What follows belongs to an exercise in optimizing a design on an open flow for small area, a short achievable clock period and few clock cycles; a production flow would make more cautious choices.
Where RTL was checked, it was by simulation tests only, not by an equivalence proof against the original.
The RTL of runs 1 to 4 was laid out without a check of its function.
Power is estimated from default activity; no workload was simulated.

File: flow/run.sh
#!/bin/bash
# synth_recipe.tcl (not shown) runs the flow's synth.tcl, then flattens the netlist and writes it again
# the make line also repeats each setting of config.mk as NAME=value (left out here)
make -C /OpenROAD-flow-scripts/flow DESIGN_CONFIG=/design/flow/config.mk WORK_HOME=/design/flow/orfs CLKGATE_MAP_FILE= SYNTH_SCRIPT=/design/flow/synth_recipe.tcl finish
File: flow/config.mk
export PLATFORM = sky130hd
export DESIGN_NAME = geofence
export DESIGN_NICKNAME = geofence
export VERILOG_FILES = /design/flow/design.v
export SDC_FILE = /design/flow/constraint.sdc
export NUM_CORES = 4
export LEC_CHECK = 0
export CAP_MARGIN = 20
export CORE_MARGIN = 2
export CORE_UTILIZATION = 40
export CTS_BUF_LIST = sky130_fd_sc_hd__clkbuf_16
export CTS_CLUSTER_DIAMETER = 80
export CTS_CLUSTER_SIZE = 24
export SETUP_SLACK_MARGIN = 5.0
export SLEW_MARGIN = 20
File: flow/constraint.sdc
create_clock -name core_clock -period 8.0 [get_ports {clk}]
set_input_delay 1.6000 -clock core_clock [delete_from_list [all_inputs] [get_ports {clk}]]
set_output_delay 1.6000 -clock core_clock [all_outputs]
set_load 0.01 [all_outputs]
File: flow/design.v
module geofence ( clk,reset,X,Y,valid,is_inside);
input clk;
input reset;
input [9:0] X;
input [9:0] Y;
output reg valid;
output reg is_inside;
localparam PREP = 3'd0, FIRST = 3'd1, USCAN = 3'd2, WSCAN = 3'd3, MULW = 3'd4;
reg [3:0] cnt;
reg [9:0] px, py;        
reg [21:0] q5;           
reg [29:0] q4;           
reg [21:0] q3, q2, q1, q0;   
reg [15:0] m;            
reg [2:0] st;
reg pass;                
reg two;
reg [15:0] gi;           
reg [2:0] pcnt;          
reg [2:0] wcnt;          
reg have_u, have_w, more;
reg [3:0] bcnt;          
reg signed [10:0] ux, uy, wx, wy;
reg signed [12:0] acc, d;
reg neg;                 
reg done, res;           
function [10:0] sub10;
    input [9:0] a, b;
    reg [10:0] g, p, gn, pn;
    integer l, j;
    begin
        g = {a & ~b, 1'b1};
        p = {~(a ^ b), 1'b0};
        for (l = 1; l < 16; l = l * 2) begin
            for (j = 0; j < 11; j = j + 1) begin
                if (j >= l) begin
                    gn[j] = g[j] | (p[j] & g[j-l]);
                    pn[j] = p[j] & p[j-l];
                end else begin
                    gn[j] = g[j];
                    pn[j] = p[j];
                end
            end
            g = gn;
            p = pn;
        end
        sub10 = {~g[10], ~(a ^ b) ^ g[9:0]};
    end
endfunction
wire signed [10:0] dx = sub10(X, px);
wire signed [10:0] dy = sub10(Y, py);
function neg13;
    input [12:0] a, b;
    reg [11:0] g, p, gn, pn;
    integer l, j;
    begin
        g = a[11:0] & b[11:0];
        p = a[11:0] | b[11:0];
        for (l = 1; l < 12; l = l * 2) begin
            for (j = 0; j < 12; j = j + 1) begin
                if (j >= l) begin
                    gn[j] = g[j] | (p[j] & g[j-l]);
                    pn[j] = p[j] & p[j-l];
                end else begin
                    gn[j] = g[j];
                    pn[j] = p[j];
                end
            end
            g = gn;
            p = pn;
        end
        neg13 = a[12] ^ b[12] ^ g[11];
    end
endfunction
wire signed [10:0] vx = q5[21:11];
wire signed [10:0] vy = q5[10:0];
wire [12:0] x1 = {{2{vx[10]}}, vx};          
wire [12:0] y1 = {{2{vy[10]}}, vy};          
wire [12:0] x2 = {vx[10], vx, 1'b0};         
wire [12:0] y2 = {vy[10], vy, 1'b0};         
wire [7:0] b;
assign b[0] = ~vy[10];                       
assign b[1] = ~neg13(y2, ~x1);               
assign b[2] = ~neg13(y1, ~x1);               
assign b[3] = ~neg13(y1, ~x2);               
assign b[4] = vx[10];                        
assign b[5] = neg13(y1, x2);                 
assign b[6] = neg13(y1, x1);                 
assign b[7] = neg13(y2, x1);                 
function [15:0] onehot;
    input [7:0] c;
    integer n;
    begin
        for (n = 0; n < 7; n = n + 1) begin
            onehot[n] = c[n] & ~c[n+1];
            onehot[n+8] = ~c[n] & c[n+1];
        end
        onehot[7] = c[7] & c[0];
        onehot[15] = ~c[7] & ~c[0];
    end
endfunction
wire [15:0] h4 = onehot(q4[29:22]);
wire [15:0] h5 = onehot(b);
genvar k;
wire [15:0] z = ~m;
wire [31:0] zz = {z, z};
wire [15:0] r7, r8;
generate
    for (k = 0; k < 16; k = k + 1) begin : g_run
        assign r7[k] = &zz[k+6:k];
        assign r8[k] = &zz[k+7:k];
    end
endgenerate
wire [31:0] r8r = {r8, r8};
wire [31:0] r7r = {r7, r7};
wire [15:0] outv, ambv;
generate
    for (k = 0; k < 16; k = k + 1) begin : g_dec
        assign outv[k] = |r8r[k+8:k+1];
        assign ambv[k] = ~outv[k] & (|r7r[k+9:k+1]);
    end
endgenerate
wire out = |(h5 & outv);
wire amb = |(h5 & ambv);
wire lo = |r7[7:0];
wire [15:0] rs = lo ? {8'd0, r7[7:0]} : r7;
wire in_i = |(h4 & gi);
wire in_j = |(h4 & {gi[7:0], gi[15:8]});
wire signed [10:0] qx = q4[21:11];
wire signed [10:0] qy = q4[10:0];
wire lastbit = (bcnt == 4'd10);
wire mdone = (bcnt == 4'd12);
wire yb = (st == WSCAN) ? qy[0] : wy[0];
wire xb = (st == WSCAN) ? qx[0] : wx[0];
wire signed [12:0] ta = (lastbit ? xb : yb) ? (lastbit ? uy : ux) : 11'sd0;
wire signed [12:0] tb = (lastbit ? yb : xb) ? (lastbit ? ux : uy) : 11'sd0;
wire signed [12:0] sum = acc + d;
wire nonneg = ~neg;
wire slow = (cnt == 4'd8) & ~valid;
always @(posedge clk or posedge reset) begin
    if (reset) begin
        cnt <= 4'd0;
        valid <= 1'b0;
    end else begin
        if (cnt == 4'd7) begin
            cnt <= 4'd8;
            valid <= ~amb;
        end else if (cnt == 4'd8) begin
            if (valid) begin
                cnt <= 4'd0;
                valid <= 1'b0;
            end else if (done)
                valid <= 1'b1;
        end else
            cnt <= cnt + 4'd1;
    end
end
task finish_run;
    input outside;
    begin
        if (outside & two & ~pass) begin
            pass <= 1'b1;
            gi <= {gi[7:0], gi[15:8]};
            st <= FIRST;
            pcnt <= 3'd0;
            have_u <= 1'b0;
            have_w <= 1'b0;
            more <= 1'b0;
            bcnt <= 4'd15;
        end
    end
endtask
always @(posedge clk) begin
    if (cnt == 4'd0) begin
        px <= X;
        py <= Y;
    end
    q5 <= (cnt >= 4'd7) ? q0 : {dx, dy};
    q4 <= {b, q5};
    q3 <= q4[21:0];
    q2 <= q3; q1 <= q2; q0 <= q1;
    if (cnt == 4'd2)
        m <= h5;
    else if ((cnt >= 4'd3) & (cnt <= 4'd7))
        m <= m | h5;
    if (cnt == 4'd7)
        is_inside <= ~out;
    else if (done)
        is_inside <= res;
end
always @(*) begin
    done = 1'b0;
    res = 1'b0;
    if (slow) begin
        case (st)
        FIRST: if ((pcnt == 3'd6) & mdone) begin
                if (nonneg)
                    res = 1'b1;
                if (nonneg | ~more)
                    done = ~(two & ~pass & ~nonneg);
            end
        USCAN: if (pcnt == 3'd6) done = ~(two & ~pass);
        MULW: if (mdone & nonneg) begin
                done = 1'b1;
                res = 1'b1;
            end
        default: ;
        endcase
    end
end
always @(posedge clk) begin
    d <= ta - tb;
    if ((bcnt == 4'd0) | (bcnt >= 4'd11) | (st == WSCAN))
        acc <= 13'sd0;
    else
        acc <= sum >>> 1;
end
always @(posedge clk) begin
    if (~slow) begin
        st <= PREP;
        pass <= 1'b0;
        pcnt <= 3'd0;
        have_u <= 1'b0;
        have_w <= 1'b0;
        more <= 1'b0;
        bcnt <= 4'd15;
    end else begin
        if (bcnt <= 4'd11) begin
            bcnt <= bcnt + 4'd1;
            wx <= wx >>> 1;
            wy <= wy >>> 1;
        end
        if (bcnt == 4'd11)
            neg <= sum[12];
        case (st)
        PREP: begin
            gi <= {rs[0], rs[15:1]};
            two <= lo & (|r7[15:8]);
            st <= FIRST;
        end
        FIRST: begin
            if (pcnt != 3'd6) begin
                pcnt <= pcnt + 3'd1;
                if (in_i) begin
                    if (~have_u) begin
                        ux <= qx;
                        uy <= qy;
                        have_u <= 1'b1;
                    end else
                        more <= 1'b1;
                end
                if (in_j) begin
                    if (~have_w) begin
                        wx <= qx;
                        wy <= qy;
                        have_w <= 1'b1;
                    end else
                        more <= 1'b1;
                end
            end
            if (have_u & have_w & (bcnt == 4'd15))
                bcnt <= 4'd0;
            if ((pcnt == 3'd6) & mdone) begin
                if (nonneg)
                    finish_run(1'b0);
                else if (~more)
                    finish_run(1'b1);
                else begin
                    st <= USCAN;
                    pcnt <= 3'd0;
                end
            end
        end
        USCAN: begin
            if (pcnt == 3'd6)
                finish_run(1'b1);
            else begin
                pcnt <= pcnt + 3'd1;
                if (in_i) begin
                    ux <= qx;
                    uy <= qy;
                    wcnt <= 3'd0;
                    st <= WSCAN;
                end
            end
        end
        WSCAN: begin
            wcnt <= wcnt + 3'd1;
            if (in_j) begin
                wx <= qx >>> 1;
                wy <= qy >>> 1;
                bcnt <= 4'd1;
                st <= MULW;
            end else if (wcnt == 3'd5)
                st <= USCAN;
        end
        MULW: begin
            if (mdone) begin
                if (nonneg)
                    finish_run(1'b0);
                else
                    st <= (wcnt == 3'd6) ? USCAN : WSCAN;
            end
        end
        endcase
    end
end
endmodule
==> flow_summary_export.csv, run 1 <==
group,metric,value,unit
outcome,status,"complete, no violations",
drt,met2_length,16040,um
drt,drtIter0Drc,833,
timing,report.final.slew_viol_count,0,
synthesis,syn_area_per_cell,9.537,sq um
synthesis,synthCells,1447,
drt,drt_pass1_iterations,7,
timing,setup_viol,0,
worst_setup_path,required,8.41,ns
synthesis,ys_seq_area_frac,0.4892,
global_routing,grt_start_max_net_pins,45,
worst_setup_path,start_kind,"flop",
global_routing,grt_pass1_vias,10210,
synthesis,synth_area_leader_cell,"dfxtp_1",
floorplanning,coreArea,34290,sq um
synthesis,yosysUniqueCellTypes,89,
floorplanning,initial_core_util,0.4025,
timing,rsz0062_at_grt,"true",
clock_tree,cts_made_buffers,20,
drt,vias,11010,
worst_setup_path,worstReg2RegEnd,"valid",
clock_tree,cts-htree-levels,1,
timing,worst_pin_slew,1.109,ns
final_layout,area_growth,17.00,%
synthesis,synth_top_area_share,0.2582,
drt,ant_nets,0,
timing,setup_tns,0,ns
pwr,irDropWorstVdd,0.0002435,V
worst_setup_path,critical_path_class,"flop to flop",
synthesis,synth.most_common_cell,"dfxtp_1",
floorplanning,die_y,189.7,um
clock_tree,root_buffer,"clkbuf_16",
worst_setup_path,endpoint_kind,"flop",
synthesis,ys_seq_elements,285,
global_routing,grt_pass1_wl,53960,um
hold_path,hp-class,"flop to flop",
floorplanning,die_x,189.7,um
placed_design,hpwl,23620,um
global_routing,track_usage,0.1851,
synthesis,syn_nets,1532,
synthesis,synth_flop_cell,"dfxtp_1",
clock_tree,clkTransAtPathRegs,0.10,ns
clock_tree,insertion_delay,0.53,ns
hold_path,hold_end,"q2[20]",
worst_setup_path,cp.arrival,3.56,ns
final_layout,final_layout_size_suffix_gt1_frac,0.1714,
final_layout,final_nets,1576,
worst_setup_path,worst-path-max-fanout,8,
job,drv_cap,0,
worst_setup_path,ff2ff_path_depth,6,
timing,hold_ws,0.3201,ns
synthesis,async_reset_ff_frac,0.01754,
synthesis,yosysWarnings,1,
hold_path,min_path_cells,0,
timing,fmax,317.5,MHz
worst_setup_path,slowest_delay,0.75,ns
clock_tree,clock_path_buffers,3,
hold_path,min-delay-start,"q3[20]",
global_routing,overflow,0,
worst_setup_path,rrSetupSlack,4.85,ns
final_layout,n_fill_cell,3174,
timing,slew_headroom,0.2606,
worst_setup_path,cpMostUsedCell,"or4_4",
timing,min_period,3.149,ns
placed_design,io_buffers,23,
drt,dr.max_layer_used,"met4",
drt,met3_length,1643,um
drt,wire_per_inst,17.77,um
worst_setup_path,cp_cell_sequence,"or4_4 -> a2111oi_1 -> nor4_1 -> a2111oi_0 -> or4_4 -> o32ai_4",
floorplanning,io_pins,24,
pwr,p_leak,6.398,nW
synthesis,synth_area_leaders,"dfxtp_1, edfxtp_1, ha_1, nand2_1, a21oi_1",
clock_tree,cts_num_sinks,285,
placed_design,place_congestion,0.9134,
drt,wl_met1,16000,um
synthesis,syn_area,13800,sq um
synthesis,synth_edf_count,102,
timing,hold_viol_final,0,
pwr,powerDensity,407.7,nW/um^2
final_layout,diodes,0,
worst_setup_path,slowest_stage,"a2111oi_1",
timing,min_period_over_period,0.3937,
drt,avgViaCountPerCell,5.617,
worst_setup_path,r2r-start,"m[0]",
drt,wirelength,34840,um
clock_tree,cts_tree,"yes",
global_routing,grt_antenna_before_repair,0,
floorplanning,dieArea,36000,sq um
floorplanning,num_rows,68,
synthesis,ys_top_cells_by_count,"dfxtp_1, nand2_1, nor2_1",
drt,drcViolationCount,0,
timing,fin_skew,0.02987,ns
through the flow:
stage / cells / util / total power, mW / setup WS [ns] / cell area [sq um]
finish: 1960 / 0.4709 / 6.583 / 4.851 / 16150
global route: 1960 / 0.4709 / 7.017 / 4.839 / 16150
CTS: 1943 / 0.4608 / 6.458 / 4.925 / 15800
detailed placement: 1859 / 0.4224 / 5.038 / 3.889 / 14480
global placement: 1859 / 0.4224 / 5.012 / 3.996 / 14480
floorplan: 1447 / - / 4.344 / 4.914 / 13950
worst max-delay path: cells and delay by family (launching register included):
family	cells	cell delay, ns
AOI/OAI and AO/OA	3	1.51
DFF	1	0.53
and+or+nand+nor	3	0.98
layout make-up:
cell class,instances,area [sq um],area share
Multi-Input combinational cell,985,6908,0.4278
Clock inverter,15,160.2,0.009919
Timing Repair Buffer,94,767.0,0.04750
Clock buffer,21,525.5,0.03255
Tap cell,455,569.3,0.03526
Sequential cell,285,6807,0.4215
Inverter,105,410.4,0.02542
layout by cell type, fill, tap and decap left out, types with 19 or more instances in the layout:
cell type / instances
o22ai_1: 20
edfxtp_1: 102
a21oi_1: 81
a21o_1: 21
o21ai_0: 68
nor2_1: 109
dfxtp_1: 157
o221ai_1: 25
o31ai_1: 20
mux2i_1: 25
nand3_1: 19
clkbuf_16: 21
ha_1: 50
nor3_1: 30
buf_4: 69
nand2b_1: 19
nand2_1: 148
inv_1: 94
where the power goes:
part	switching (mW)	total, mW	leakage, nW	internal (mW)
clock network	0.563	1.08	0.348	0.515
logic	1.65	2.78	3.57	1.14
registers	0.534	2.72	2.48	2.19
what timing repair did:
action	CTS	global route
endpoints found under the setup margin	66	54
pin swaps	28	34
hold buffers	0	0
setup buffers	47	16
resized for setup	85	56
hold endpoints to repair	0	0
cloned	1	1
cells by family after synthesis:
kind of cell	Yosys count	synth area share
compound gates	418	0.2058
xor+xnor	26	0.01704
fa+ha+maj	67	0.06120
buf+inv	179	0.05168
flops	285	0.4892
mux	30	0.02194
simple gates	442	0.1531
flip-flops by register name, summed over array words and instances, names as in the netlist, 12 cells and up:
| signal | count |
|---|---|
| q2 | 22 |
| q5 | 22 |
| q3 | 22 |
| gi | 16 |
| acc | 12 |
| q0 | 22 |
| q1 | 22 |
| m | 16 |
| d | 13 |
| q4 | 29 |
metal layers:
| metal | GRT usage | vias to the layer above |
|---|---|---|
| li1 | - | 5360 |
| met1 | 0.2630 | 5263 |
| met2 | 0.2943 | 311 |
| met3 | 0.01992 | 76 |
| met4 | 0.06321 | 0 |
| met5 | 0 | - |
worst max-delay path by stage:
stage	start	to	cells after the start
after floorplan	X[1]	q5[20]	10
after global placement	st[0]	d[10]	18
after detailed placement	st[0]	d[10]	18
after CTS	st[0]	d[9]	17
after global routing	m[2]	valid	9
final	m[0]	valid	6
==> run 2: changes to the inputs <==
--- a/flow/design.v
+++ b/flow/design.v
@@ -129,11 +129,10 @@
 wire signed [10:0] qx = q4[21:11];
 wire signed [10:0] qy = q4[10:0];
-wire lastbit = (bcnt == 4'd10);
 wire mdone = (bcnt == 4'd12);
 wire yb = (st == WSCAN) ? qy[0] : wy[0];
 wire xb = (st == WSCAN) ? qx[0] : wx[0];
-wire signed [12:0] ta = (lastbit ? xb : yb) ? (lastbit ? uy : ux) : 11'sd0;
-wire signed [12:0] tb = (lastbit ? yb : xb) ? (lastbit ? ux : uy) : 11'sd0;
-wire signed [12:0] sum = acc + d;
+wire signed [12:0] ta = yb ? ux : 11'sd0;
+wire signed [12:0] tb = xb ? uy : 11'sd0;
+wire signed [12:0] sum = (bcnt == 4'd11) ? (acc - d) : (acc + d);
 wire nonneg = ~neg;
 wire slow = (cnt == 4'd8) & ~valid;
==> run 2 against run 1 <==
Combinational power increased by 7%. First-iteration DRC count increased by 5.2%. Clock skew decreased by 0.0060 ns. Critical path depth increased by 3. Power increased by 1.7%. Wire length decreased by 1.8%. Synthesized area decreased by 0.57%. Sequential power about the same. Utilization increased by 1.3 points. Design area increased by 0.75%.
==> flow_summary_export.csv, run 2 <==
group,metric,value,unit
synthesis,yosysUniqueCellTypes,88,
worst_setup_path,slowest_delay,0.57,ns
synthesis,synth_mux_area_frac,0.02070,
drt,drcViolationCount,0,
floorplanning,io_pins,24,
timing,rsz0062_at_grt,"true",
synthesis,ys_seq_area_frac,0.4906,
final_layout,multi_input_area,6968,sq um
synthesis,synth_area_leader_cell,"dfxtp_1",
final_layout,largest_reg_flops,29,
final_layout,largest_register,"q4",
final_layout,fin_util,0.4839,
timing,worst_pin_slew,0.9850,ns
synthesis,ys_top_cells_by_count,"dfxtp_1, nand2_1, edfxtp_1",
clock_tree,insertion_delay,0.52,ns
clock_tree,root_buffer,"clkbuf_16",
pwr,irDropWorstVdd,0.0002626,V
floorplanning,die_y,189.2,um
synthesis,synth_edf_count,102,
timing,setup_tns,0,ns
timing,report.final.slew_viol_count,0,
worst_setup_path,start_kind,"flop",
synthesis,synth_top_family_by_area,"compound AO/OA/AOI/OAI gates",
global_routing,grt_pass1_vias,10430,
worst_setup_path,required,8.38,ns
synthesis,syn_area_per_cell,9.596,sq um
final_layout,final_cell_mix,"dfxtp_1, nand2_1, edfxtp_1, inv_1, buf_4",
floorplanning,initial_core_util,0.4082,
drt,avgViaCountPerCell,5.652,
worst_setup_path,critical_path_class,"flop to flop",
synthesis,async_reset_ff_frac,0.01761,
synthesis,syn_area,13720,sq um
outcome,status,"complete, no violations",
pwr,powerDensity,411.4,nW/um^2
final_layout,final-seq-area,6799,sq um
worst_setup_path,cp_cell_sequence,"inv_1 -> maj3_1 -> a21oi_4 -> a2111oi_4 -> nor3_4 -> xnor2_4 -> nand2_1 -> o311ai_0 -> o31ai_2",
global_routing,grt_pass1_wl,54370,um
synthesis,synth_xor_area_frac,0.02225,
drt,drt_pass1_iterations,6,
placed_design,dp_cells,1837,
final_layout,area_growth,18.56,%
job,drv_cap,0,
final_layout,final_common_cell,"dfxtp_1",
timing,setup_viol,0,
synthesis,yosysWarnings,1,
placed_design,io_buffers,23,
worst_setup_path,cp.arrival,3.39,ns
timing,slew_headroom,0.3426,
final_layout,n_fill_cell,3066,
worst_setup_path,worst-path-max-fanout,11,
clock_tree,cts_tree,"yes",
drt,vias,11070,
hold_path,min_path_cells,0,
clock_tree,cts_made_buffers,19,
floorplanning,dieArea,35800,sq um
worst_setup_path,ff2ff_path_depth,9,
drt,ant_nets,0,
pwr,p_leak,6.471,nW
synthesis,synth.most_common_cell,"dfxtp_1",
hold_path,hp-class,"flop to flop",
timing,min_period,3.007,ns
timing,fmax,332.5,MHz
worst_setup_path,endpoint_kind,"flop",
final_layout,final_cells,1958,
global_routing,track_usage,0.1846,
hold_path,hold_end,"q1[7]",
floorplanning,num_rows,67,
synthesis,synth_top_area_share,0.2582,
clock_tree,clock_path_buffers,3,
clock_tree,cts_num_sinks,284,
synthesis,synthSimpleGateAreaFrac,0.1609,
final_layout,diodes,0,
hold_path,min-delay-start,"q2[7]",
final_layout,final_layout_size_suffix_gt1_frac,0.1874,
final_layout,fin_area,16270,sq um
worst_setup_path,r2r-start,"q5[20]",
synthesis,ys_seq_elements,284,
timing,fin_skew,0.02385,ns
placed_design,hpwl,22990,um
final_layout,final_nets,1582,
placed_design,placed_cell_area,14390,sq um
global_routing,grt_start_max_net_pins,45,
synthesis,synth_adder_area_share,0.06374,
placed_design,place_congestion,0.9311,
drt,drtIter0Drc,876,
synthesis,syn_nets,1515,
floorplanning,coreArea,33620,sq um
clock_tree,cts_hold_buf,0,
timing,hold_ws,0.3277,ns
synthesis,synth_flop_cell,"dfxtp_1",
worst_setup_path,rrSetupSlack,4.99,ns
clock_tree,cts-htree-levels,1,
global_routing,grt_antenna_before_repair,0,
drt,wire_per_inst,17.48,um
floorplanning,die_x,189.2,um
synthesis,synth_area_leaders,"dfxtp_1, edfxtp_1, ha_1, nand2_1, o21ai_0",
synthesis,synth-compound-area-share,0.1927,
worst_setup_path,worstReg2RegEnd,"valid",
synthesis,synthCells,1430,
timing,hold_viol_final,0,
timing,min_period_over_period,0.3759,
worst_setup_path,slowest_stage,"o311ai_0",
drt,wirelength,34220,um
global_routing,overflow,0,
clock_tree,clkTransAtPathRegs,0.09,ns
-- run 2: cell count changes after synthesis, moves of 15 or more --
cell,delta
nand2_1,-15
a22oi_1,+16
nand3_1,+23
nor2b_1,+18
a21oi_1,-24
nor2_1,-30
o221ai_1,-23
-- run 2: routing by layer --
metal | global-route usage | routed length (um)
met3 | 0.02039 | 2020
met5 | 0 | 0
met4 | 0.05277 | 1094
met1 | 0.2665 | 16070
met2 | 0.2928 | 15040
-- run 2: worst max-delay path: cells and delay by family (launching register included) --
family	cells	cell delay, ns
simple gates	2	0.49
fa+ha+maj	1	0.42
buf+inv	1	0.18
flops	1	0.50
compound gates	4	1.05
xor+xnor	1	0.21
-- run 2: through the flow --
step | worst slack, ns | power [mW]
floorplan | 4.920 | 4.305
global placement | 4.126 | 4.952
detailed placement | 4.037 | 4.977
CTS | 4.900 | 6.267
global route | 4.879 | 7.126
finish | 4.993 | 6.693
-- run 2: timing repair --
action / CTS / global route
pin swaps: 28 / 46
buffers inserted: 26 / 61
gates resized for setup: 81 / 100
endpoints found under the setup margin: 64 / 82
-- run 2: layout make-up --
class,count,area share
Multi-Input combinational cell,973,0.4283
Sequential cell,284,0.4179
Timing Repair Buffer,117,0.05761
Tap cell,448,0.03446
Clock buffer,19,0.02923
Inverter,102,0.02461
Clock inverter,15,0.007845
-- run 2: worst max-delay path by stage --
stage / start / to / slack [ns] / cells after the start
final: q5[20] / valid / 4.99 / 9
after global routing: st[0] / d[10] / 4.88 / 17
after CTS: st[0] / d[10] / 4.90 / 17
after detailed placement: st[0] / d[10] / 4.04 / 17
after global placement: Y[0] / q5[8] / 4.13 / 12
after floorplan: Y[1] / q5[9] / 4.92 / 10
-- run 2: cell families (layout without fill, tap and decap cells) --
| group | count (synthesis) | count (layout) |
|---|---|---|
| adders and majority gates | 70 | 70 |
| muxes | 28 | 28 |
| and+or+nand+nor | 447 | 447 |
| DFF | 284 | 284 |
| buffers and inverters | 173 | 253 |
| AOI/OAI and AO/OA | 394 | 394 |
| xor gates and xnor gates | 34 | 34 |
-- run 2: power by group --
group,total (mW),internal (mW),switching [mW],leakage [nW]
logic,2.97,1.25,1.71,3.68
clock network,1.00,0.462,0.538,0.314
registers,2.73,2.17,0.559,2.48
total,6.69,3.88,2.81,6.47
==> run 3: changes to the inputs <==
--- a/flow/config.mk
+++ b/flow/config.mk
@@ -9,7 +9,6 @@
 export CORE_MARGIN = 2
 export CORE_UTILIZATION = 40
-export CTS_BUF_LIST = sky130_fd_sc_hd__clkbuf_16
-export CTS_CLUSTER_DIAMETER = 80
-export CTS_CLUSTER_SIZE = 24
+export CTS_BUF_LIST = sky130_fd_sc_hd__clkbuf_8
+export CTS_CLUSTER_SIZE = 30
 export SETUP_SLACK_MARGIN = 5.0
 export SLEW_MARGIN = 20
==> run 3 against run 2 <==
Non-clock buffer count is 8 higher. Wire length is 3.1% higher. Largest cell class unchanged. Sequential cell count unchanged. Worst hold slack lost 0.038 ns. Critical endpoint unchanged. Utilization increased by 1.7 points. First-iteration DRC count decreased by 5.3%. Sequential share of layout area is 1.4 points lower. Register-to-register slack worse by 0.02 ns. Sequential power about the same. Final cell count rose by 3.3%. Power rose by 7.6%. Clock skew grew 0.020 ns.
==> flow_summary_export.csv, run 3 <==
group,metric,value,unit
outcome,status,"complete, no violations",
final_layout,diodes,0,
clock_tree,cts_num_sinks,284,
worst_setup_path,cp.arrival,3.51,ns
worst_setup_path,slowest_stage,"or4_4",
final_layout,fin_area,16840,sq um
synthesis,synth_top_area_share,0.2582,
global_routing,grt_pass1_wl,56180,um
timing,setup_viol,0,
timing,worst_pin_slew,0.9813,ns
hold_path,min-delay-start,"q3[10]",
clock_tree,clock_path_buffers,3,
floorplanning,die_x,189.2,um
floorplanning,io_pins,24,
synthesis,yosysWarnings,1,
placed_design,place_congestion,0.9311,
drt,drtIter0Drc,830,
placed_design,io_buffers,23,
floorplanning,initial_core_util,0.4082,
final_layout,final_common_cell,"dfxtp_1",
placed_design,dp_cells,1837,
final_layout,largest_register,"q4",
drt,ant_nets,0,
worst_setup_path,critical_path_class,"flop to flop",
timing,fin_skew,0.04359,ns
clock_tree,insertion_delay,0.62,ns
final_layout,area_growth,22.76,%
synthesis,syn_area,13720,sq um
global_routing,track_usage,0.1934,
timing,rsz0062_at_grt,"true",
timing,min_period,3.025,ns
global_routing,grt_start_max_net_pins,45,
worst_setup_path,required,8.48,ns
worst_setup_path,crit_buf_inv,1,
clock_tree,clkTransAtPathRegs,0.07,ns
placed_design,placed_cell_area,14390,sq um
synthesis,synth_area_leaders,"dfxtp_1, edfxtp_1, ha_1, nand2_1, o21ai_0",
clock_tree,cts_tree,"yes",
worst_setup_path,endpoint_kind,"flop",
worst_setup_path,rrSetupSlack,4.98,ns
pwr,finalPower,7.203,mW
hold_path,hold_end,"q2[10]",
worst_setup_path,worst-path-max-fanout,6,
synthesis,async_reset_ff_frac,0.01761,
timing,slew_headroom,0.3451,
drt,wire_per_inst,17.45,um
pwr,p_leak,6.834,nW
floorplanning,num_rows,67,
final_layout,final_nets,1620,
timing,fmax,330.6,MHz
global_routing,grt_antenna_before_repair,0,
synthesis,synth_edf_count,102,
worst_setup_path,cp_cell_sequence,"buf_4 -> nor4_4 -> nand3_2 -> a21boi_2 -> nand2_1 -> a311o_1 -> mux2i_1 -> a211o_1 -> or4_4 -> o31ai_2",
timing,min_period_over_period,0.3781,
hold_path,hp-class,"flop to flop",
clock_tree,cts_hold_buf,0,
clock_tree,cts-htree-levels,2,
synthesis,ys_seq_elements,284,
floorplanning,die_y,189.2,um
placed_design,hpwl,22990,um
synthesis,synth_flop_cell,"dfxtp_1",
timing,hold_viol_final,0,
floorplanning,dieArea,35800,sq um
clock_tree,root_buffer,"clkbuf_8",
timing,setup_tns,0,ns
hold_path,min_path_cells,0,
worst_setup_path,r2r-start,"m[0]",
job,drv_cap,0,
final_layout,largest_reg_flops,29,
worst_setup_path,start_kind,"flop",
synthesis,synthCells,1430,
pwr,irDropWorstVdd,0.0002796,V
worst_setup_path,slowest_delay,0.53,ns
synthesis,synth_area_leader_cell,"dfxtp_1",
synthesis,syn_nets,1515,
synthesis,synth.most_common_cell,"dfxtp_1",
final_layout,final_cell_mix,"dfxtp_1, nand2_1, inv_1, edfxtp_1, buf_4",
drt,vias,11170,
worst_setup_path,ff2ff_path_depth,10,
drt,wirelength,35290,um
clock_tree,cts_made_buffers,49,
worst_setup_path,worstReg2RegEnd,"valid",
drt,drcViolationCount,0,
synthesis,yosysUniqueCellTypes,88,
drt,drt_pass1_iterations,6,
final_layout,fin_util,0.5011,
final_layout,final_layout_size_suffix_gt1_frac,0.2135,
global_routing,overflow,0,
drt,avgViaCountPerCell,5.523,
synthesis,syn_area_per_cell,9.596,sq um
global_routing,grt_pass1_vias,10890,
pwr,powerDensity,427.6,nW/um^2
final_layout,final_cells,2022,
synthesis,ys_seq_area_frac,0.4906,
worst_setup_path,critPathTopFamily,"simple AND/OR/NAND/NOR gates",
synthesis,ys_top_cells_by_count,"dfxtp_1, nand2_1, edfxtp_1",
timing,report.final.slew_viol_count,0,
floorplanning,coreArea,33620,sq um
-- run 3: worst max-delay path by stage --
stage	endpoint	cells past startpoint	startpoint
2_1_floorplan	q5[9]	10	Y[1]
3_3_place_gp	q5[8]	12	Y[0]
3_5_place_dp	d[10]	17	st[0]
4_1_cts	d[10]	17	st[0]
5_1_grt	d[10]	17	st[0]
6_report	valid	10	m[0]
-- run 3: cells by family (layout without fill, tap and decap cells) --
group,after synthesis,after routing,share of synthesized area
muxes,28,28,0.02070
and+or+nand+nor,447,447,0.1609
adders and majority gates,70,70,0.06374
xor gates and xnor gates,34,34,0.02225
DFF,284,284,0.4906
buffers and inverters,173,317,0.04915
AOI/OAI and AO/OA,394,394,0.1927
-- run 3: area by class of cell --
cell class | count | area [sq um]
fill | 3046 | 16770
multi-input combinational | 973 | 6984
sequential | 284 | 6799
timing repair buffer | 125 | 994.7
clock buffer | 54 | 743.2
tap | 448 | 560.5
inverter | 102 | 405.4
clock inverter | 36 | 357.8
-- run 3: worst reg2reg max path, cell delays in order, from the launching register on --
cell and delay (ns):
edfxtp_1 0.51, buf_4 0.21, nor4_4 0.45, nand3_2 0.16
a21boi_2 0.23, nand2_1 0.13, a311o_1 0.14, mux2i_1 0.08
a211o_1 0.28, or4_4 0.53, o31ai_2 0.20
-- run 3: through the flow --
step           hold WS (ns)  worst slack, ns
6_report             0.2894            4.975
5_1_grt              0.2927            4.843
4_1_cts              0.2964            4.789
3_5_place_dp         0.3121            4.037
3_3_place_gp         0.3103            4.126
2_1_floorplan        0.3096            4.920
-- run 3: per-layer routing --
metal | vias up | track usage | wire (um)
met5 | - | 0 | 0
met4 | 0 | 0.07513 | 1044
met3 | 80 | 0.03262 | 2095
met2 | 355 | 0.3037 | 15860
met1 | 5287 | 0.2667 | 16290
li1 | 5445 | - | -
-- run 3: power breakdown --
group / internal, mW / switching (mW) / total [mW]
clock: 0.855 / 0.627 / 1.48
sequential: 2.17 / 0.551 / 2.72
combinational: 1.27 / 1.72 / 3.00
-- run 3: what timing repair did --
action,CTS,global route
setup buffers,43,52
gates resized for setup,79,102
endpoints found under the setup margin,62,82
pin swaps,24,48
==> run 4: changes to the inputs <==
--- a/flow/design.v
+++ b/flow/design.v
@@ -158,5 +158,5 @@
     input outside;
     begin
-        if (outside & two & ~pass) begin
+        if (~outside & two & ~pass) begin
             pass <= 1'b1;
             gi <= {gi[7:0], gi[15:8]};
@@ -194,12 +194,13 @@
         case (st)
         FIRST: if ((pcnt == 3'd6) & mdone) begin
-                if (nonneg)
+                if (nonneg) begin
+                    done = ~(two & ~pass);
                     res = 1'b1;
-                if (nonneg | ~more)
-                    done = ~(two & ~pass & ~nonneg);
+                end else if (~more)
+                    done = 1'b1;
             end
-        USCAN: if (pcnt == 3'd6) done = ~(two & ~pass);
+        USCAN: if (pcnt == 3'd6) done = 1'b1;
         MULW: if (mdone & nonneg) begin
-                done = 1'b1;
+                done = ~(two & ~pass);
                 res = 1'b1;
             end
--- a/flow/config.mk
+++ b/flow/config.mk
@@ -9,6 +9,7 @@
 export CORE_MARGIN = 2
 export CORE_UTILIZATION = 40
-export CTS_BUF_LIST = sky130_fd_sc_hd__clkbuf_8
-export CTS_CLUSTER_SIZE = 30
+export CTS_BUF_LIST = sky130_fd_sc_hd__clkbuf_16
+export CTS_CLUSTER_DIAMETER = 80
+export CTS_CLUSTER_SIZE = 24
 export SETUP_SLACK_MARGIN = 5.0
 export SLEW_MARGIN = 20
==> run 4 against run 3 <==
Still clean on timing, DRC and antenna. Sequential power is 1% higher. Clock skew is 0.030 ns lower. Clock-buffer cell count is 34 lower. Global-route usage is 0.45 points higher. Sequential cell count stayed put. Via count is 3.6% higher. Synthesized area is 2.6% higher. Maximum frequency is 1.7% higher. Sequential share of layout area is 0.17 points higher. Critical path type unchanged. Highest routed layer unchanged.
==> flow_summary_export.csv, run 4 <==
group,metric,value,unit
timing,setup_viol,0,
timing,fmax,336.4,MHz
drt,wirelength,37090,um
global_routing,overflow,0,
timing,worst_pin_slew,0.8217,ns
worst_setup_path,slowest_delay,0.53,ns
synthesis,yosysUniqueCellTypes,84,
job,drv_cap,0,
global_routing,grt_start_max_net_pins,62,
clock_tree,cts_made_buffers,19,
final_layout,final_common_cell,"dfxtp_1",
worst_setup_path,slowest_stage,"or4b_1",
placed_design,io_buffers,23,
clock_tree,clkTransAtPathRegs,0.09,ns
floorplanning,die_y,191.6,um
timing,hold_viol_final,0,
final_layout,largest_reg_flops,29,
clock_tree,cts_tree,"yes",
synthesis,synthCells,1479,
timing,min_period,2.973,ns
timing,setup_tns,0,ns
floorplanning,die_x,191.6,um
clock_tree,cts_hold_buf,0,
timing,slew_headroom,0.4471,
final_layout,final_nets,1640,
placed_design,hpwl,25030,um
pwr,p_switching,3.099,mW
worst_setup_path,worst-path-max-fanout,8,
worst_setup_path,endpoint_kind,"flop",
timing,setup_slack,5.027,ns
clock_tree,root_buffer,"clkbuf_16",
drt,wire_per_inst,18.32,um
worst_setup_path,required,8.38,ns
drt,drtIter0Drc,1020,
placed_design,place_congestion,0.9853,
pwr,seqPwrFrac,0.379,
drt,vias,11570,
worst_setup_path,start_kind,"flop",
synthesis,syn_area_per_cell,9.516,sq um
pwr,intPower,4.198,mW
final_layout,largest_register,"q4",
synthesis,synth_area_leader_cell,"dfxtp_1",
timing,report.final.slew_viol_count,0,
timing,fin_skew,0.01386,ns
synthesis,synth_area_leaders,"dfxtp_1, edfxtp_1, ha_1, nand2_1, o21ai_0",
synthesis,ys_seq_area_frac,0.4783,
pwr,p_leak,6.591,nW
placed_design,place_ws,3.925,ns
synthesis,async_reset_ff_frac,0.01761,
outcome,status,"complete, no violations",
synthesis,synth_flop_cell,"dfxtp_1",
synthesis,synth_top_area_share,0.2518,
global_routing,grt_pass1_wl,58350,um
worst_setup_path,rrSetupSlack,5.03,ns
pwr,powerDensity,435.8,nW/um^2
worst_setup_path,cp.arrival,3.35,ns
final_layout,diodes,0,
final_layout,final_cell_mix,"dfxtp_1, nand2_1, nor2_1, buf_4, edfxtp_1",
pwr,irDropWorstVdd,0.0002765,V
floorplanning,dieArea,36700,sq um
global_routing,grt_pass1_vias,10880,
clock_tree,clock_path_buffers,3,
worst_setup_path,critical_path_class,"flop to flop",
clock_tree,insertion_delay,0.51,ns
synthesis,synth.most_common_cell,"dfxtp_1",
global_routing,grt_antenna_before_repair,0,
pwr,power_switching_share,0.4247,
synthesis,ys_top_cells_by_count,"dfxtp_1, nand2_1, nor2_1",
timing,rsz0062_at_grt,"true",
floorplanning,num_rows,68,
pwr,clockPowerShare,0.140,
synthesis,syn_nets,1562,
worst_setup_path,cp_cell_sequence,"clkinvlp_4 -> ha_4 -> buf_6 -> or4_4 -> o211ai_1 -> nor2_4 -> a32oi_2 -> o2111ai_1 -> or4b_1 -> o21ai_1",
floorplanning,io_pins,24,
clock_tree,cts_num_sinks,284,
synthesis,synth_edf_count,102,
drt,drcViolationCount,0,
pwr,comb_power_share,0.481,
global_routing,track_usage,0.1979,
timing,min_period_over_period,0.3716,
floorplanning,initial_core_util,0.4065,
final_layout,area_growth,18.95,%
final_layout,final_layout_size_suffix_gt1_frac,0.1938,
drt,avgViaCountPerCell,5.714,
floorplanning,coreArea,34630,sq um
clock_tree,cts-htree-levels,1,
final_layout,n_fill_cell,3209,
drt,drt_pass1_iterations,6,
drt,ant_nets,0,
synthesis,syn_area,14070,sq um
hold_path,hp-class,"flop to flop",
synthesis,yosysWarnings,1,
synthesis,ys_seq_elements,284,
[run 4: cells by family (layout without fill, tap and decap cells)]
logic type,after synthesis,count (layout),share of synthesized area
XOR/XNOR,35,35,0.02178
adder cells (fa/ha/maj),67,67,0.05983
buffers and inverters,182,272,0.05058
multiplexers,29,29,0.02107
flip-flops,284,284,0.4783
AND/OR/NAND/NOR,451,451,0.1541
AO/OA/AOI/OAI,431,431,0.2144
[run 4: path summary, 6_finish.rpt]
| check | from | to | cells after the start |
|---|---|---|---|
| worst max-delay path | q5[10] | is_inside | 10 |
| worst min-delay path | q3[9] | q2[9] | 0 |
| worst max register to register | q5[10] | is_inside | 10 |
| worst min register to register | q3[9] | q2[9] | 0 |
| max in group asynchronous | reset | valid | 2 |
| min in group asynchronous | reset | cnt[1] | 2 |
[run 4: what timing repair did]
item,CTS,global route
setup endpoints to repair,80,44
pin swaps,27,57
resized for setup,92,93
buffers inserted,53,49
[run 4: final cells by class]
type                    instances  area [sq um]  area share
repair buffers                135          1074     0.06412
clock inverters                13         132.6    0.007922
multi-input cells            1013          7259      0.4336
flip-flops and latches        284          6785      0.4053
inverters                     104         421.7     0.02518
clock buffers                  20         500.5     0.02989
well taps                     455         569.3     0.03400
[run 4: metal layers]
layer | routed length (um) | up-vias | GRT usage
met3 | 2203 | 91 | 0.02905
met2 | 16660 | 403 | 0.3078
met1 | 17160 | 5497 | 0.2841
met5 | 0 | - | 0
li1 | - | 5575 | -
met4 | 1066 | 0 | 0.05976
[run 4: power groups by stage]
stage                     sequential [mW]  clock (mW)  combinational (mW)
after CTS                            2.75        1.05                2.95
final                                2.76        1.02                3.51
after detailed placement             2.84           0                2.52
after floorplan                      2.42           0                2.15
after global routing                 2.83        1.11                3.82
after global placement               2.85           0                2.48
[run 4: critical path: cells and delay by family, from the launching register on]
kind | cells | cell delay, ns
simple gates | 3 | 1.14
compound gates | 4 | 0.63
flops | 1 | 0.43
buf+inv | 2 | 0.32
fa+ha+maj | 1 | 0.31
[run 4: metrics by stage]
stage | hold WS (ns) | area, sq um | power, mW | cells | util
after floorplan | 0.3096 | 14150 | 4.571 | 1479 | -
after CTS | 0.3206 | 16050 | 6.752 | 1975 | 0.4636
after detailed placement | 0.3121 | 14720 | 5.366 | 1889 | 0.4251
after global routing | 0.3320 | 16740 | 7.759 | 2024 | 0.4835
after global placement | 0.3100 | 14720 | 5.334 | 1889 | 0.4251
final | 0.3173 | 16740 | 7.296 | 2024 | 0.4835
==> run 5: changes to the inputs <==
--- a/flow/design.v
+++ b/flow/design.v
@@ -6,5 +6,4 @@
 output reg valid;
 output reg is_inside;
-localparam PREP = 3'd0, FIRST = 3'd1, USCAN = 3'd2, WSCAN = 3'd3, MULW = 3'd4;
 reg [3:0] cnt;
 reg [9:0] px, py;        
@@ -13,11 +12,13 @@
 reg [21:0] q3, q2, q1, q0;   
 reg [15:0] m;            
-reg [2:0] st;
+reg prep;                
 reg pass;                
 reg two;
 reg [15:0] gi;           
 reg [2:0] pcnt;          
-reg [2:0] wcnt;          
-reg have_u, have_w, more;
+reg [2:0] rp;            
+reg [2:0] cu, cw;        
+reg [2:0] pu, pw;        
+reg have_u, have_w;
 reg [3:0] bcnt;          
 reg signed [10:0] ux, uy, wx, wy;
@@ -130,8 +131,6 @@
 wire signed [10:0] qy = q4[10:0];
 wire mdone = (bcnt == 4'd12);
-wire yb = (st == WSCAN) ? qy[0] : wy[0];
-wire xb = (st == WSCAN) ? qx[0] : wx[0];
-wire signed [12:0] ta = yb ? ux : 11'sd0;
-wire signed [12:0] tb = xb ? uy : 11'sd0;
+wire signed [12:0] ta = wy[0] ? ux : 11'sd0;
+wire signed [12:0] tb = wx[0] ? uy : 11'sd0;
 wire signed [12:0] sum = (bcnt == 4'd11) ? (acc - d) : (acc + d);
 wire nonneg = ~neg;
@@ -155,19 +154,4 @@
     end
 end
-task finish_run;
-    input outside;
-    begin
-        if (~outside & two & ~pass) begin
-            pass <= 1'b1;
-            gi <= {gi[7:0], gi[15:8]};
-            st <= FIRST;
-            pcnt <= 3'd0;
-            have_u <= 1'b0;
-            have_w <= 1'b0;
-            more <= 1'b0;
-            bcnt <= 4'd15;
-        end
-    end
-endtask
 always @(posedge clk) begin
     if (cnt == 4'd0) begin
@@ -188,28 +172,20 @@
         is_inside <= res;
 end
+wire pend = ~prep & (pcnt == 3'd6) & mdone;
+wire lastpair = (pu == cu - 3'd1) & (pw == cw - 3'd1);
 always @(*) begin
     done = 1'b0;
     res = 1'b0;
-    if (slow) begin
-        case (st)
-        FIRST: if ((pcnt == 3'd6) & mdone) begin
-                if (nonneg) begin
-                    done = ~(two & ~pass);
-                    res = 1'b1;
-                end else if (~more)
-                    done = 1'b1;
-            end
-        USCAN: if (pcnt == 3'd6) done = 1'b1;
-        MULW: if (mdone & nonneg) begin
-                done = ~(two & ~pass);
-                res = 1'b1;
-            end
-        default: ;
-        endcase
+    if (slow & pend) begin
+        if (nonneg) begin
+            done = ~(two & ~pass);
+            res = 1'b1;
+        end else
+            done = lastpair;
     end
 end
 always @(posedge clk) begin
     d <= ta - tb;
-    if ((bcnt == 4'd0) | (bcnt >= 4'd11) | (st == WSCAN))
+    if ((bcnt == 4'd0) | (bcnt >= 4'd11))
         acc <= 13'sd0;
     else
@@ -218,10 +194,13 @@
 always @(posedge clk) begin
     if (~slow) begin
-        st <= PREP;
+        prep <= 1'b1;
         pass <= 1'b0;
         pcnt <= 3'd0;
+        cu <= 3'd0;
+        cw <= 3'd0;
+        pu <= 3'd0;
+        pw <= 3'd0;
         have_u <= 1'b0;
         have_w <= 1'b0;
-        more <= 1'b0;
         bcnt <= 4'd15;
     end else begin
@@ -233,75 +212,53 @@
         if (bcnt == 4'd11)
             neg <= sum[12];
-        case (st)
-        PREP: begin
+        rp <= (rp == 3'd5) ? 3'd0 : rp + 3'd1;
+        if (prep) begin
+            rp <= 3'd0;
             gi <= {rs[0], rs[15:1]};
             two <= lo & (|r7[15:8]);
-            st <= FIRST;
-        end
-        FIRST: begin
-            if (pcnt != 3'd6) begin
+            prep <= 1'b0;
+        end else begin
+            if ((pcnt == 3'd7) & (rp == 3'd5))
+                pcnt <= 3'd0;
+            if (pcnt < 3'd6) begin
                 pcnt <= pcnt + 3'd1;
                 if (in_i) begin
-                    if (~have_u) begin
+                    if (cu == pu) begin
                         ux <= qx;
                         uy <= qy;
                         have_u <= 1'b1;
-                    end else
-                        more <= 1'b1;
+                    end
+                    cu <= cu + 3'd1;
                 end
                 if (in_j) begin
-                    if (~have_w) begin
+                    if (cw == pw) begin
                         wx <= qx;
                         wy <= qy;
                         have_w <= 1'b1;
-                    end else
-                        more <= 1'b1;
+                    end
+                    cw <= cw + 3'd1;
                 end
             end
             if (have_u & have_w & (bcnt == 4'd15))
                 bcnt <= 4'd0;
-            if ((pcnt == 3'd6) & mdone) begin
-                if (nonneg)
-                    finish_run(1'b0);
-                else if (~more)
-                    finish_run(1'b1);
-                else begin
-                    st <= USCAN;
-                    pcnt <= 3'd0;
-                end
-            end
-        end
-        USCAN: begin
-            if (pcnt == 3'd6)
-                finish_run(1'b1);
-            else begin
-                pcnt <= pcnt + 3'd1;
-                if (in_i) begin
-                    ux <= qx;
-                    uy <= qy;
-                    wcnt <= 3'd0;
-                    st <= WSCAN;
-                end
-            end
-        end
-        WSCAN: begin
-            wcnt <= wcnt + 3'd1;
-            if (in_j) begin
-                wx <= qx >>> 1;
-                wy <= qy >>> 1;
-                bcnt <= 4'd1;
-                st <= MULW;
-            end else if (wcnt == 3'd5)
-                st <= USCAN;
-        end
-        MULW: begin
-            if (mdone) begin
-                if (nonneg)
-                    finish_run(1'b0);
-                else
-                    st <= (wcnt == 3'd6) ? USCAN : WSCAN;
-            end
-        end
-        endcase
+            if (pend) begin
+                if (nonneg) begin
+                    pass <= 1'b1;
+                    gi <= {gi[7:0], gi[15:8]};
+                    pu <= 3'd0;
+                    pw <= 3'd0;
+                end else if (pw == cw - 3'd1) begin
+                    pu <= pu + 3'd1;
+                    pw <= 3'd0;
+                end else
+                    pw <= pw + 3'd1;
+                pcnt <= 3'd7;
+                cu <= 3'd0;
+                cw <= 3'd0;
+                have_u <= 1'b0;
+                have_w <= 1'b0;
+                bcnt <= 4'd15;
+            end
+        end
     end
 end
==> run 5 against run 4 <==
Still clean on timing, DRC and antenna. Maximum frequency fell by 0.29%. Critical path depth rose by 1. Sequential share of layout area rose by 3.9 points. Die area fell by 2.5%. Design area fell by 6.9%. Non-clock buffer count fell by 56. Wire length fell by 18%. Clock-buffer cell count did not move. Combinational power fell by 39%. Setup slack got worse by 0.0086 ns. Sequential power fell by 4%.
==> flow_summary_export.csv, run 5 <==
group,metric,value,unit
clock_tree,clock_path_buffers,3,
global_routing,grt_pass1_wl,49450,um
hold_path,hp-class,"flop to flop",
final_layout,area_growth,13.66,%
clock_tree,insertion_delay,0.52,ns
synthesis,ys_seq_area_frac,0.5042,
drt,drtIter0Drc,733,
clock_tree,clkTransAtPathRegs,0.10,ns
timing,fmax,335.4,MHz
outcome,status,"complete, no violations",
worst_setup_path,endpoint_kind,"flop",
pwr,p_leak,6.124,nW
timing,slew_headroom,0.3544,
drt,avgViaCountPerCell,5.343,
timing,min_period,2.981,ns
timing,fin_skew,0.02231,ns
final_layout,fin_util,0.4635,
floorplanning,num_rows,67,
timing,worst_pin_slew,0.9616,ns
clock_tree,root_buffer,"clkbuf_16",
timing,hold_ws,0.3042,ns
final_layout,final_cell_mix,"dfxtp_1, nand2_1, nor2_1, edfxtp_1, inv_1",
global_routing,grt_start_max_net_pins,43,
final_layout,largest_reg_flops,29,
final_layout,largest_register,"q4",
global_routing,track_usage,0.1697,
final_layout,final_common_cell,"dfxtp_1",
floorplanning,die_x,189.1,um
clock_tree,cts_num_sinks,293,
synthesis,synth_edf_count,102,
placed_design,hpwl,21440,um
synthesis,synth.most_common_cell,"dfxtp_1",
floorplanning,dieArea,35770,sq um
global_routing,grt_antenna_before_repair,0,
synthesis,async_reset_ff_frac,0.01706,
timing,setup_viol,0,
synthesis,yosysUniqueCellTypes,93,
timing,report.final.slew_viol_count,0,
worst_setup_path,slowest_stage,"or3_1",
worst_setup_path,critPathTopFamily,"compound AO/OA/AOI/OAI gates",
worst_setup_path,start_kind,"primary input",
worst_setup_path,critical_path_class,"primary input to flop",
synthesis,synth_area_leaders,"dfxtp_1, edfxtp_1, ha_1, nand2_1, o21ai_0",
worst_setup_path,ff2ff_path_depth,7,
floorplanning,initial_core_util,0.4078,
global_routing,grt_pass1_vias,9500,
placed_design,placed_cell_area,14280,sq um
synthesis,synth_flop_cell,"dfxtp_1",
worst_setup_path,crit_buf_inv,1,
placed_design,dp_cells,1800,
clock_tree,cts_tree,"yes",
synthesis,synthCells,1385,
timing,setup_tns,0,ns
timing,hold_viol_final,0,
worst_setup_path,required,8.48,ns
drt,drt_pass1_iterations,5,
final_layout,final_cells,1882,
clock_tree,cts_made_buffers,19,
synthesis,syn_area_per_cell,9.898,sq um
timing,min_period_over_period,0.3727,
pwr,irDropWorstVdd,0.0002382,V
placed_design,io_buffers,23,
final_layout,final_layout_size_suffix_gt1_frac,0.1346,
final_layout,fin_area,15580,sq um
worst_setup_path,cp_cell_sequence,"dlygate4sd2_1 -> ha_4 -> nor2b_1 -> o21ai_1 -> a21oi_2 -> o21ai_1 -> a21oi_2 -> o21ai_2 -> a21boi_2 -> or3_1 -> nand3_1",
floorplanning,die_y,189.1,um
placed_design,place_congestion,0.9093,
worst_setup_path,cp.depth,11,
drt,wirelength,30430,um
drt,ant_nets,0,
timing,rsz0062_at_grt,"true",
synthesis,synth_area_leader_cell,"dfxtp_1",
drt,drcViolationCount,0,
pwr,powerDensity,373.8,nW/um^2
job,drv_cap,0,
synthesis,ys_top_cells_by_count,"dfxtp_1, nand2_1, nor2_1",
worst_setup_path,cp.arrival,3.46,ns
synthesis,syn_area,13710,sq um
synthesis,ys_seq_elements,293,
worst_setup_path,slowest_delay,0.31,ns
final_layout,final_nets,1510,
hold_path,min_path_cells,0,
synthesis,yosysWarnings,1,
floorplanning,io_pins,24,
global_routing,overflow,0,
worst_setup_path,worst-path-max-fanout,3,
floorplanning,coreArea,33620,sq um
final_layout,diodes,0,
synthesis,synth_top_area_share,0.2716,
synthesis,syn_nets,1474,
drt,wire_per_inst,16.17,um
clock_tree,cts-htree-levels,1,
drt,vias,10060,
-- run 5: metrics by stage --
| step | worst slack [ns] | power (mW) |
|---|---|---|
| finish | 5.019 | 5.825 |
| global route | 4.937 | 6.203 |
| CTS | 4.959 | 5.677 |
| detailed placement | 4.166 | 4.531 |
| global placement | 4.174 | 4.527 |
| floorplan | 4.901 | 3.972 |
-- run 5: metal layers --
metal,routed length (um),up-vias,part of all wire,global-route usage
li1,-,5034,-,-
met1,14580,4780,0.48,0.2422
met2,13990,205,0.46,0.2751
met3,1341,37,0.044,0.01909
met4,527,0,0.017,0.04117
met5,0,-,0,0
-- run 5: layout make-up --
cell class                 count  area [sq um]
fill                        3086         18030
sequential                   293          6922
multi-input combinational    919          6404
timing repair buffer          79         638.1
tap                          448         560.5
clock buffer                  20         500.5
inverter                     108         419.2
clock inverter                14         133.9
timing repair inverter         1         5.005
-- run 5: path summary, 6_finish.rpt --
kind                            startpoint     end  slack, ns
worst max-delay path                  X[1]  q5[20]       5.02
worst min-delay path                 q2[9]   q1[9]       0.30
worst max register to register       m[10]   valid       5.11
worst min register to register       q2[9]   q1[9]       0.30
max in group asynchronous            reset   valid       6.46
min in group asynchronous            reset  cnt[2]       1.30
-- run 5: power breakdown --
part | leakage, nW | internal [mW] | switching, mW | total, mW
clock | 0.327 | 0.482 | 0.534 | 1.02
sequential | 2.55 | 2.13 | 0.531 | 2.66
combinational | 3.25 | 0.908 | 1.24 | 2.15
total | 6.12 | 3.52 | 2.31 | 5.83
-- run 5: timing repair --
| action | 4_1_cts | 5_1_grt |
|---|---|---|
| endpoints found under the setup margin | 56 | 67 |
| pin swaps | 19 | 25 |
| resized for setup | 35 | 60 |
| gates cloned | 1 | 0 |
| hold buffers | 0 | 0 |
| buffers inserted | 21 | 26 |
-- run 5: logic make-up after synthesis --
| kind of cell | synth area share |
|---|---|
| compound gates | 0.1742 |
| xor+xnor | 0.03012 |
| fa+ha+maj | 0.06754 |
| buf+inv | 0.05476 |
| flops | 0.5042 |
| mux | 0.02674 |
| simple gates | 0.1425 |
Testbench counts of run 5, summed over its fixed seeds: cycles 7,195.
==> run 6: changes to the inputs <==
--- a/flow/config.mk
+++ b/flow/config.mk
@@ -8,8 +8,9 @@
 export CAP_MARGIN = 20
 export CORE_MARGIN = 2
-export CORE_UTILIZATION = 40
+export CORE_UTILIZATION = 60
 export CTS_BUF_LIST = sky130_fd_sc_hd__clkbuf_16
 export CTS_CLUSTER_DIAMETER = 80
 export CTS_CLUSTER_SIZE = 24
+export PLACE_DENSITY = 0.75
 export SETUP_SLACK_MARGIN = 5.0
 export SLEW_MARGIN = 20
==> run 6 against run 5 <==
Still clean. Worst hold slack better by 0.021 ns. Setup slack better by 0.033 ns. Final cell count is 9.4% lower. Via count increased by 2.0%. Sequential cell count stayed put. Global-route usage grew 7.5 points. Clock-buffer cell count is 2 lower. Design area shrank 2.5%.
==> flow_summary_export.csv, run 6 <==
group,metric,value,unit
hold_path,min_path_cells,0,
pwr,power_switching_share,0.3994,
synthesis,ys_top_cells_by_count,"dfxtp_1, nand2_1, nor2_1",
timing,setup_tns,0,ns
pwr,clockPowerShare,0.161,
synthesis,synthCells,1385,
timing,min_period_over_period,0.3685,
placed_design,hpwl,20480,um
synthesis,syn_area,13710,sq um
drt,vias,10260,
job,drv_cap,0,
drt,dr.max_layer_used,"met4",
pwr,comb_power_share,0.368,
worst_setup_path,cpMostUsedCell,"o21ai_1",
worst_setup_path,slowest_delay,0.28,ns
placed_design,io_buffers,23,
global_routing,grt_start_max_net_pins,43,
drt,wl_met1,13480,um
drt,wirelength,29870,um
synthesis,syn_nets,1474,
clock_tree,root_buffer,"clkbuf_16",
synthesis,ys_seq_elements,293,
final_layout,largest_register,"q4",
drt,met3_length,1881,um
worst_setup_path,cp.depth,10,
drt,met2_length,13760,um
synthesis,synth_top_area_share,0.2716,
timing,slew_headroom,0.3365,
floorplanning,coreArea,22500,sq um
global_routing,grt_pass1_wl,47730,um
global_routing,overflow,0,
clock_tree,clkTransAtPathRegs,0.10,ns
final_layout,final_cell_mix,"dfxtp_1, nand2_1, nor2_1, inv_1, edfxtp_1",
timing,rsz0062_at_grt,"true",
worst_setup_path,cp_cell_sequence,"dlygate4sd2_1 -> ha_4 -> a21boi_2 -> o21ai_1 -> a21boi_1 -> o21ai_1 -> nand2b_1 -> a31o_2 -> a21oi_1 -> o31a_1",
final_layout,area_growth,10.82,%
timing,worst_pin_slew,0.9952,ns
worst_setup_path,endpoint_kind,"flop",
synthesis,yosysUniqueCellTypes,93,
worst_setup_path,crit_buf_inv,1,
pwr,finalPower,5.690,mW
timing,fmax,339.2,MHz
pwr,intPower,3.418,mW
synthesis,async_reset_ff_frac,0.01706,
synthesis,synth_flop_cell,"dfxtp_1",
timing,setup_viol,0,
synthesis,syn_area_per_cell,9.898,sq um
pwr,powerDensity,374.6,nW/um^2
pwr,irDropWorstVdd,0.0002863,V
drt,wire_per_inst,17.51,um
worst_setup_path,start_kind,"primary input",
worst_setup_path,critPathTopFamily,"compound AO/OA/AOI/OAI gates",
drt,drcViolationCount,0,
clock_tree,cts_made_buffers,17,
final_layout,final_common_cell,"dfxtp_1",
worst_setup_path,cp.arrival,3.35,ns
timing,fin_skew,0.01909,ns
worst_setup_path,worst-path-max-fanout,3,
final_layout,final_nets,1499,
clock_tree,cts-htree-levels,1,
hold_path,hp-class,"flop to flop",
worst_setup_path,slowest_stage,"ha_4",
final_layout,n_fill_cell,1713,
final_layout,fin_util,0.6751,
clock_tree,insertion_delay,0.52,ns
synthesis,ys_seq_area_frac,0.5042,
pwr,p_switching,2.272,mW
clock_tree,clock_path_buffers,3,
synthesis,yosysWarnings,1,
floorplanning,io_pins,24,
worst_setup_path,required,8.41,ns
floorplanning,num_rows,55,
global_routing,track_usage,0.2445,
timing,report.final.slew_viol_count,0,
synthesis,synth.most_common_cell,"dfxtp_1",
pwr,p_leak,6.033,nW
worst_setup_path,ff2ff_path_depth,16,
synthesis,synth_area_leaders,"dfxtp_1, edfxtp_1, ha_1, nand2_1, o21ai_0",
global_routing,grt_pass1_vias,9562,
drt,drtIter0Drc,1035,
timing,hold_viol_final,0,
final_layout,final_layout_size_suffix_gt1_frac,0.1232,
outcome,status,"complete, no violations",
synthesis,synth_edf_count,102,
placed_design,place_congestion,0.9187,
drt,drt_pass1_iterations,6,
floorplanning,die_y,155.2,um
clock_tree,cts_num_sinks,293,
clock_tree,cts_tree,"yes",
global_routing,grt_antenna_before_repair,0,
final_layout,largest_reg_flops,29,
drt,avgViaCountPerCell,6.011,
worst_setup_path,critical_path_class,"primary input to flop",
floorplanning,initial_core_util,0.6092,
drt,ant_nets,0,
floorplanning,dieArea,24070,sq um
timing,min_period,2.948,ns
synthesis,synth_area_leader_cell,"dfxtp_1",
floorplanning,die_x,155.2,um
final_layout,diodes,0,
pwr,seqPwrFrac,0.470,
## run 6: cell counts after synthesis
No cell type changed its count.
## run 6: routing by layer
metal,vias up,global-route usage
met5,-,0
met4,0,0.05908
met3,55,0.03036
met2,339,0.4055
met1,4869,0.3443
li1,4992,-
## run 6: kinds of logic (layout without fill, tap and decap cells)
family                     Yosys count  after routing  synth area share
DFF                                293            293            0.5042
xor gates and xnor gates            45             45           0.03012
AOI/OAI and AO/OA                  361            362            0.1742
and+or+nand+nor                    403            403            0.1425
adders and majority gates           74             74           0.06754
muxes                               36             36           0.02674
buffers and inverters              173            208           0.05476
## run 6: power by group through the flow
stage / clock network [mW] / logic (mW) / registers [mW]
2_1_floorplan: 0 / 1.64 / 2.33
6_report: 0.916 / 2.10 / 2.68
3_3_place_gp: 0 / 1.78 / 2.69
5_1_grt: 0.985 / 2.30 / 2.73
3_5_place_dp: 0 / 1.81 / 2.70
4_1_cts: 0.934 / 1.95 / 2.66
## run 6: path summary, 6_finish.rpt
| check | end | start | slack [ns] |
|---|---|---|---|
| worst max-delay path | q5[10] | Y[2] | 5.05 |
| worst min-delay path | q2[20] | q3[20] | 0.32 |
| worst max register to register | neg | bcnt[0] | 5.06 |
| worst min register to register | q2[20] | q3[20] | 0.32 |
| max in group asynchronous | valid | reset | 6.44 |
| min in group asynchronous | cnt[2] | reset | 1.35 |
## run 6: final cells by class
type	instances	area, sq um	share of cell area
Multi-Input combinational cell	920	6397	0.4211
Clock buffer	18	450.4	0.02965
Inverter	108	415.4	0.02734
Timing Repair inverter	1	5.005	0.0003294
Clock inverter	12	81.33	0.005353
Sequential cell	293	6924	0.4558
Tap cell	285	356.6	0.02347
Timing Repair Buffer	69	561.8	0.03698
## run 6: what timing repair did
action                                  CTS  global route
buffers inserted                         20            19
gates resized for setup                  37            53
endpoints found under the setup margin   56            63
hold endpoints to repair                  0             0
pin swaps                                18            19
hold buffers                              0             0
gates cloned                              2             0
## run 6: stage by stage
step           hold slack, ns  area, sq um  instances  worst slack, ns
2_1_floorplan          0.3096        13760       1385            4.901
3_3_place_gp           0.3099        14060       1635            4.265
3_5_place_dp           0.3121        14060       1635            4.187
4_1_cts                0.3205        14860       1687            5.000
5_1_grt                0.3357        15190       1706            4.902
6_report               0.3248        15190       1706            5.052
==> run 7: changes to the inputs <==
--- a/flow/config.mk
+++ b/flow/config.mk
@@ -6,4 +6,5 @@
 export NUM_CORES = 4
 export LEC_CHECK = 0
+export ABC_AREA = 1
 export CAP_MARGIN = 20
 export CORE_MARGIN = 2
==> run 7 against run 6 <==
Still clean on timing, DRC and antenna. Via count grew 7.9%. Non-clock buffer count shrank 32. Setup slack gained 0.052 ns. Critical path type unchanged. Critical endpoint is now q5[20]. Largest cell class unchanged. Largest power group unchanged.
==> flow_summary_export.csv, run 7 <==
group,metric,value,unit
synthesis,synth_edf_count,102,
synthesis,syn_nets,1789,
worst_setup_path,critPathTopFamily,"compound AO/OA/AOI/OAI gates",
drt,drtIter0Drc,991,
worst_setup_path,cp.arrival,3.27,ns
placed_design,hpwl,22580,um
final_layout,final_cells,2047,
final_layout,final_nets,1807,
clock_tree,clkTransAtPathRegs,0.09,ns
floorplanning,num_rows,56,
synthesis,ys_top_cells_by_count,"nand2_1, nor2_1, dfxtp_1",
pwr,finalPower,5.529,mW
drt,vias,11070,
timing,hold_viol_final,0,
global_routing,track_usage,0.2548,
worst_setup_path,endpoint_kind,"flop",
drt,drt_pass1_iterations,5,
drt,avgViaCountPerCell,5.406,
hold_path,min-delay-start,"q3[7]",
synthesis,syn_area,14070,sq um
timing,fin_skew,0.01611,ns
outcome,status,"complete, no violations",
timing,min_period_over_period,0.3620,
final_layout,largest_register,"q4",
floorplanning,initial_core_util,0.6049,
worst_setup_path,start_kind,"primary input",
synthesis,yosysUniqueCellTypes,53,
global_routing,grt_pass1_vias,10320,
clock_tree,insertion_delay,0.50,ns
synthesis,synth_flop_cell,"dfxtp_1",
floorplanning,io_pins,24,
final_layout,diodes,0,
worst_setup_path,critical_path_class,"primary input to flop",
timing,slew_headroom,0.3862,
synthesis,syn_area_per_cell,8.277,sq um
synthesis,synth_top_area_share,0.2646,
synthesis,yosysWarnings,1,
placed_design,place_congestion,0.9427,
worst_setup_path,crit_buf_inv,2,
clock_tree,cts_made_buffers,17,
final_layout,n_fill_cell,1981,
timing,min_period,2.896,ns
timing,report.final.slew_viol_count,0,
final_layout,area_growth,8.785,%
global_routing,grt_pass1_wl,50290,um
timing,worst_pin_slew,0.9184,ns
global_routing,overflow,0,
worst_setup_path,cp_cell_sequence,"dlygate4sd2_1 -> ha_4 -> a21oi_1 -> inv_1 -> a31oi_4 -> o21ai_2 -> a21oi_1 -> nor2_1 -> nor2_1 -> xor2_1 -> o21ai_0",
drt,wirelength,30890,um
final_layout,fin_util,0.6580,
pwr,powerDensity,361.2,nW/um^2
timing,setup_slack,5.104,ns
timing,setup_tns,0,ns
clock_tree,clock_path_buffers,3,
synthesis,ys_seq_area_frac,0.4912,
clock_tree,cts_num_sinks,293,
worst_setup_path,slowest_delay,0.28,ns
drt,drcViolationCount,0,
placed_design,dp_cells,2008,
placed_design,place_ws,4.275,ns
final_layout,final_layout_size_suffix_gt1_frac,0.09375,
clock_tree,cts-htree-levels,1,
worst_setup_path,required,8.37,ns
floorplanning,die_x,157.1,um
floorplanning,coreArea,23260,sq um
worst_setup_path,r2r-start,"q5[10]",
timing,fmax,345.3,MHz
worst_setup_path,worst-path-max-fanout,4,
pwr,p_leak,7.122,nW
drt,ant_nets,0,
timing,hold_ws,0.3276,ns
==> run 7: cell types whose count changed after synthesis, sizes merged, moves of 22 or more <==
cell	delta
nand2	+291
nor2	+98
clkbuf	-23
mux2i	-31
nand4	+22
inv	+99
nand3	+85
==> run 7: cell type report <==
class / count / area, sq um / area share
tap: 319 / 399.1 / 0.02607
multi-input combinational: 1160 / 6377 / 0.4166
clock inverter: 12 / 77.57 / 0.005068
inverter: 209 / 784.5 / 0.05125
sequential: 293 / 6914 / 0.4517
timing repair buffer: 37 / 329.1 / 0.02150
clock buffer: 17 / 425.4 / 0.02779
==> run 7: kinds of logic (layout without fill, tap and decap cells) <==
group | Yosys count | after routing | synth area share
AO/OA/AOI/OAI | 223 | 223 | 0.09132
XOR/XNOR | 51 | 51 | 0.03174
adder cells (fa/ha/maj) | 67 | 67 | 0.06064
buffers and inverters | 248 | 275 | 0.07131
flip-flops | 293 | 293 | 0.4912
AND/OR/NAND/NOR | 818 | 819 | 0.2538
==> run 7: what timing repair did <==
item,in CTS,in global routing
endpoints found under the setup margin,41,38
pin swaps,6,8
gates cloned,1,0
setup buffers,5,4
resized for setup,21,24
hold buffers,0,0
endpoints found under the hold margin,0,0
==> run 7: metal layers <==
layer | track usage | share of wire
met2 | 0.4058 | 0.44
met4 | 0.07532 | 0.028
met5 | 0 | 0
met3 | 0.03772 | 0.058
met1 | 0.3629 | 0.47
==> run 7: worst max path at each step <==
stage | from | endpoint | cells after the start
2_1_floorplan | X[1] | q5[20] | 10
3_3_place_gp | X[0] | q5[21] | 13
3_5_place_dp | X[2] | q5[20] | 11
4_1_cts | bcnt[1] | neg | 13
5_1_grt | bcnt[0] | neg | 15
6_report | X[4] | q5[20] | 11
==> run 7: where the power goes <==
group	internal (mW)	leakage [nW]	switching, mW
Clock	0.402	0.266	0.484
Combinational	0.677	4.31	1.40
Sequential	2.12	2.54	0.450
Total	3.20	7.12	2.33
==> run 7: worst register-to-register path, delay by kind of cell, from the launching register on <==
family / cells / cell delay, ns
AND/OR/NAND/NOR: 9 / 1.09
flip-flops: 1 / 0.60
adder cells (fa/ha/maj): 1 / 0.56
buffers and inverters: 2 / 0.50

static timing again, ports no longer ideal:
The flow's constraints put no driver on any port. The routed layouts listed below were extracted and timed again, unchanged, in two steps. Step 1: set_driving_cell puts a clkbuf_16 on clk and a buf_2 on each other input, an assumption about the parent block. Step 2, shift: input delay + t, output delay - t, t = (earliest + latest rising clock arrival at the registers) / 2. This alone moves slack from input paths to output paths. Three values: no drivers, after step 1, after step 2; two values: the first two.
run	t, ns	slack for setup (ns)
run 1	0.572	4.851 / 4.851 / 4.498
run 2	0.561	4.993 / 4.993 / 4.559
run 3	0.641	4.975 / 4.975 / 4.479
run 4	0.554	5.027 / 5.027 / 4.540
run 5	0.565	5.019 / 5.053 / 4.488
run 6	0.551	5.052 / 5.064 / 4.532
run 7	0.542	5.104 / 5.135 / 4.594
After both steps setup and hold are still met in every run listed.
